What follows belongs to an exercise in optimizing a design on an open flow for small area and a short achievable clock period; a production flow would make more cautious choices. At most, simulation tests tie the RTL to the original design; equivalence was not proved. Power figures rest on the tool's default switching activity, not on a simulated workload.

oak:
Design ALU, start of the top module:
module ALU(
    input  [13:0] instruction,
    input  wire [19:0] A, B,
    input  cin, clk, rst,
    output reg [19:0] result,
    output wire [19:0] SX_flags,
    output wire reset,
    output reg carry_out,
    output wire halfword,
    output reg inc
);
assign halfword = 1'b0;
assign reset    = 1'b0;
reg sx0, sx1, sx12;
assign SX_flags = {7'b0, sx12, 10'b0, sx1, sx0};
wire [13:0] I = instruction;
reg keep, e_sum, e_p, e_g, e_sh, e_ls;
always @* begin
    keep = 1'b0; e_sum = 1'b0; e_p = 1'b0; e_g = 1'b0; e_sh = 1'b0; e_ls = 1'b0;
    case (I)
    14'h000, 14'h015, 14'h029, 14'h03E, 14'h053, 14'h068,
    14'h1E2, 14'h1F7, 14'h20C, 14'h221, 14'h236,
    14'h24B, 14'h260, 14'h275, 14'h28A, 14'h29F, 14'h2B4,
    14'h2C9, 14'h2DE: keep = 1'b1;
    14'h092: begin keep = ~sx12; e_p = sx12; end            
    14'h07D: e_ls = 1'b1;                                    
    14'h0A7, 14'h0E6, 14'h1A3: e_p = 1'b1;                   
    14'h0D1: begin e_p = 1'b1; e_g = 1'b1; end               
    14'h0BC: e_g = 1'b1;                                     
    14'h0FB, 14'h110, 14'h125, 14'h13A: e_sh = 1'b1;         
    14'h164, 14'h179, 14'h18E, 14'h1B8, 14'h1CD: e_sum = 1'b1;
  ...
Size in the first run: roughly 25 flip-flops, about 100 I/O pins, ~5500 um2 of cells after synthesis.
clock: 6.0 ns
lec_check: 0
cap_margin: 20
core_margin: 2
core_utilization: 40
setup_slack_margin: 2.7
slew_margin: 20
tns_end_percent: 20
standard.sh (not shown) runs the stock make flow with config.mk's settings and CLKGATE_MAP_FILE= SYNTH_SCRIPT=/design/flow/synth_recipe.tcl, a recipe that flattens the netlist after the stock synthesis.
==> flow/flow/run.sh <==
#!/bin/bash
# Layout: the standard flow (standard.sh) with
#  - its own synthesis script (flow/my_synth.tcl: same as synth_recipe.tcl, but
#    ABC maps with flow/abc.script, a delay-targeted mapping, and no full/half
#    adder cells are extracted), and
#  - small port buffers (buf_1) instead of the default delay-cell buffers;
#    every input and output port still gets its own buffer.
set -uo pipefail
HERE=$(pwd)
bash standard.sh SYNTH_SCRIPT=$HERE/flow/my_synth.tcl ADDER_MAP_FILE= \
  "BUFFER_PORTS_ARGS=-buffer_cell sky130_fd_sc_hd__buf_1" finish > flow_standard.log 2>&1
==> flow/flow/abc.script <==
strash
dch -f
map -D 1000
topo
buffer -c
upsize -D 1000
dnsize -D 1000
==> flow/flow/my_synth.tcl <==
# The standard flow's synthesis script (synth_recipe.tcl), except that ABC maps with
# abc.script beside this file (delay-targeted mapping) instead of ORFS's
# speed script. Registers are mapped exactly as in the standard synthesis.
set ::my_flow_dir [file dirname [file normalize [info script]]]
proc synth {args} { yosys synth -nofsm -noshare {*}$args }
proc abc {args} {
  set out {}
  set skip 0
  foreach a $args {
    if {$skip} { set skip 0; continue }
    if {$a eq "-script" || $a eq "-D"} { set skip 1; continue }
    lappend out $a
  }
  lappend out -script [file join $::my_flow_dir abc.script]
  puts "abc with [file join $::my_flow_dir abc.script]"
  yosys abc {*}$out
}
source $::env(SCRIPTS_DIR)/synth.tcl
# left out here: clear keep_hierarchy, flatten, clean up, hide names made inside functions, write 1_2_yosys.v
oak completed every stage of the flow, and the final layout passed the timing, design-rule and antenna checks.
## Diff of input files: pine against oak
-- flow/config.mk --
<<< oak, line 11
export SETUP_SLACK_MARGIN = 2.7
>>> pine, line 11
export SETUP_SLACK_MARGIN = 2.2
==> summary.txt <==
- Relative to oak, the total power of pine is lower by 16%.
- | share of final layout cell area taken by non-clock buffers | pine vs oak | 8.5 points lower |
- Against oak, design area in pine fell by more than 10%.
- pine against oak: number of multi-input combinational cells in the layout held steady; global-route usage shrank by 0.59 points; non-filler instance count after layout shrank by 57.
- Compared with oak, pine shows final worst setup slack lower by 0.28 ns.
- Re register-to-register slack: oak was lower than pine.
- Delay of the slowest critical-path stage, pine and oak: larger value in pine
- pine reports its slowest cell on the critical path as sky130_fd_sc_hd__nand3b_2 while oak reports sky130_fd_sc_hd__a21oi_4.
The following lists how birch was set up differently from pine:
-- flow/config.mk --
<<< pine, line 11
export SETUP_SLACK_MARGIN = 2.2
>>> birch, line 11
export SETUP_SLACK_MARGIN = 2.4
<<< pine, line 13
export TNS_END_PERCENT = 20
>>> birch, line 13
==> summary.txt <==
Of birch and pine, the higher final critical-path share of the clock period belongs to pine.
Summary of birch over pine: via count rose 196, number of cells on the critical path fell 4.
Edits applied to the flow inputs when going from birch to maple:
-- flow/flow/run.sh --
<<< birch, line 11
  "BUFFER_PORTS_ARGS=-buffer_cell sky130_fd_sc_hd__buf_1" finish > flow_standard.log 2>&1
>>> maple, line 11
  "BUFFER_PORTS_ARGS=-buffer_cell sky130_fd_sc_hd__buf_1" RECOVER_POWER=100 finish > flow_standard.log 2>&1
On overall routed net length, maple and birch are basically level.
birch vs maple, standard cell with the maximum stage delay on the critical path: sky130_fd_sc_hd__buf_1 vs sky130_fd_sc_hd__clkbuf_1
On clock network power share, maple and birch are basically level.
maple reached the end of the flow, and the finished layout is clean on the timing, design-rule and antenna checks.
Final period demand of the worst path up 1.05 ns in maple wrt birch
Reported for maple and birch, number of buffers added for setup after CTS turned out identical to the last digit.
Any difference in switching fraction of total power between maple and birch is small enough to ignore.
When maple is measured against birch, its post-route fraction of the period consumed by the critical path turns out 18 points higher.
Relative to birch, maple improves total power.
Between maple and birch, final instance area is higher for birch, maple comes in under that.
Compare maple and birch | internal power component higher: birch
Comparing birch against maple, there is no change at all in final weighted congestion in routability-driven placement.
On largest vdd supply drop, maple and birch are neck and neck.

========
Setup of P:
ALU, a different RTL version from the one above (not shown whole).
Size in the first run: roughly 1,000 cells after synthesis, ~25 flip-flops, ~100 I/O pins, roughly 5700 um^2 of cells after synthesis.
Settings: LEC_CHECK=0, CAP_MARGIN=20, CORE_MARGIN=2, CORE_UTILIZATION=40, SLEW_MARGIN=20; clock period 6.0 ns.
==> flow/flow/run.sh <==
#!/bin/bash
# Layout: the standard flow (standard.sh) with its own synthesis script
# (flow/my_synth.tcl: ABC maps for delay; no full/half adder cells).
set -uo pipefail
HERE=$(pwd)
bash standard.sh SYNTH_SCRIPT=$HERE/flow/my_synth.tcl ADDER_MAP_FILE= $(cat flow/extra_args 2>/dev/null) finish > flow_standard.log 2>&1
st=$?
exit $st
==> flow/flow/extra_args <==

Scripts as last shown in full above: flow/flow/abc.script, flow/flow/my_synth.tcl
P has completed all stages; timing, DRC and antenna checks passed.
Setup changes, P to Q
# P
export LEC_CHECK = 0
export CAP_MARGIN = 20
export CORE_MARGIN = 2
export CORE_UTILIZATION = 40
export SLEW_MARGIN = 20
create_clock -name core_clock -period 6.0 [get_ports {clk}]
# Q
export LEC_CHECK = 0
export CAP_MARGIN = 20
export CORE_MARGIN = 2
export CORE_UTILIZATION = 60
export GPL_TIMING_DRIVEN = 0
export SETUP_SLACK_MARGIN = 3.0
export SLEW_MARGIN = 20
create_clock -name core_clock -period 6.0 [get_ports {clk}]
==> flow/run.sh (new file) <==
#!/bin/bash
# synth_recipe.tcl (not shown) runs the flow's synth.tcl, then flattens the netlist and writes it again
# the make line also repeats each setting of config.mk as NAME=value (left out here)
make -C /OpenROAD-flow-scripts/flow DESIGN_CONFIG=/design/flow/config.mk WORK_HOME=/design/flow/orfs CLKGATE_MAP_FILE= SYNTH_SCRIPT=/design/flow/synth_recipe.tcl finish
removed: flow/flow/run.sh
removed: flow/flow/abc.script
removed: flow/flow/extra_args
removed: flow/flow/my_synth.tcl
removed: flow/standard.sh
==> comparison <==
Between Q and P, the final weighted congestion in routability-driven placement is lower for P. Relative to P, synthesized cell count has decreased by 32% in Q. Q against P; number of standard-cell rows in the floorplan is down by more than 10%. P → Q: post-synthesis sequential area ratio now larger; arithmetic-cell share of the synthesized area counting full adders, half adders and majority gates now larger; area of the mapped netlist now smaller; compound-gate portion of the synthesized area now smaller; number of cells upsized or downsized after cts now larger. Taking P as 1.0, Q lands at 0.905 on post-DP HPWL. Seen in the log of Q: GRT-0232 during 5_1_grt, after which the run never completed.
Setup changes, Q to R
# Q
export LEC_CHECK = 0
export CAP_MARGIN = 20
export CORE_MARGIN = 2
export CORE_UTILIZATION = 60
export GPL_TIMING_DRIVEN = 0
export SETUP_SLACK_MARGIN = 3.0
export SLEW_MARGIN = 20
create_clock -name core_clock -period 6.0 [get_ports {clk}]
# R
export LEC_CHECK = 0
export CAP_MARGIN = 20
export CORE_MARGIN = 2
export CORE_UTILIZATION = 40
export SETUP_SLACK_MARGIN = 2.5
export SLEW_MARGIN = 20
create_clock -name core_clock -period 6.0 [get_ports {clk}]
==> flow/flow/run.sh (new file) <==
#!/bin/bash
# Layout: the standard flow (standard.sh) with its own synthesis script
# (flow/my_synth.tcl: ABC maps for delay; no full/half adder cells).
set -uo pipefail
HERE=$(pwd)
bash standard.sh SYNTH_SCRIPT=$HERE/flow/my_synth.tcl ADDER_MAP_FILE= $(cat flow/extra_args 2>/dev/null) finish > flow_standard.log 2>&1
st=$?
exit $st
==> flow/flow/abc.script (new file) <==
strash
dch -f
map -D 1000
topo
buffer -c
upsize -D 1000
dnsize -D 1000
==> flow/flow/extra_args (new file) <==

==> flow/flow/my_synth.tcl (new file) <==
# The standard flow's synthesis script (synth_recipe.tcl), except that ABC maps with
# abc.script beside this file (delay-targeted mapping) instead of ORFS's
# speed script. Registers are mapped exactly as in the standard synthesis.
set ::my_flow_dir [file dirname [file normalize [info script]]]
proc synth {args} { yosys synth -nofsm -noshare {*}$args }
proc abc {args} {
  set out {}
  set skip 0
  foreach a $args {
    if {$skip} { set skip 0; continue }
    if {$a eq "-script" || $a eq "-D"} { set skip 1; continue }
    lappend out $a
  }
  lappend out -script [file join $::my_flow_dir abc.script]
  puts "abc with [file join $::my_flow_dir abc.script]"
  yosys abc {*}$out
}
source $::env(SCRIPTS_DIR)/synth.tcl
# left out here: clear keep_hierarchy, flatten, clean up, hide names made inside functions, write 1_2_yosys.v
==> flow/standard.sh (new file) <==
#!/bin/bash
# synth_recipe.tcl (not shown) runs the flow's synth.tcl, then flattens the netlist and writes it again
# the make line also repeats each setting of config.mk as NAME=value (left out here)
make -C /OpenROAD-flow-scripts/flow DESIGN_CONFIG=/design/flow/config.mk WORK_HOME=/design/flow/orfs CLKGATE_MAP_FILE= SYNTH_SCRIPT=/design/flow/synth_recipe.tcl "${@:-finish}"
removed: flow/run.sh
### Flow results
R: flow completed, timing, DRC and antenna clean. FAIL Q @ 5_1_grt: tool exited with error. Compared with Q, R shows a number of gates given a new drive strength after cts that is 3 lower. Cell count after synthesis, R and Q: larger value in R. Taking Q as the reference, in R compound-cell area share of the yosys netlist has increased, die span in y now sits higher, area of the mapped netlist now larger, detailed placement HPWL increased by 11% relative to the old numbers. For Q, the combinational family with the most area after synthesis was compound AO/OA/AOI/OAI gates, unlike R, where it was simple AND/OR/NAND/NOR gates. Changes observed in R relative to Q: worst slack after detailed placement saw an increase, sequential element share of the synthesized area saw a decrease, die boundary width saw an increase, starting utilization of the core area saw a decrease.
No run of this note included a check of the RTL's function; only the layout flow was run.

-- afterwards: timing with drivers on the ports --
Ports are ideal in the flow. The routed layouts listed here were re-timed in OpenROAD.
Step 1 (the two cells are an assumption about what drives the block):
set clk [get_ports {clk}]
set_driving_cell -lib_cell sky130_fd_sc_hd__clkbuf_16 $clk
set_driving_cell -lib_cell sky130_fd_sc_hd__buf_2 [delete_from_list [all_inputs] $clk]
Step 2 times the ports against the registers' clock, not the clock port: input delays grow and output delays shrink by t, the midpoint of the rising clock arrivals with the driver on.
Three values: ideal ports, drivers, drivers and shift; two values: the first two.
| run | shift t [ns] | setup slack, ns | worst setup path at the end |
|---|---|---|---|
| oak | 0.301 | 2.607 / 2.575 / 2.274 | input to register |
| pine | 0.300 | 2.330 / 2.335 / 2.034 | input to register |
| birch | 0.300 | 2.490 / 2.497 / 2.197 | input to register |
| maple | 0.301 | 1.438 / 1.447 / 1.145 | input to register |
| P | 0.289 | 1.298 / 1.297 / 1.008 | input to register |
| R | 0.288 | 2.459 / 2.463 / 2.175 | input to register |
After both steps every run listed still meets setup and hold. For oak, which loses most, drivers alone change the setup slack by -0.032 ns; drivers and shift together by -0.333 ns.
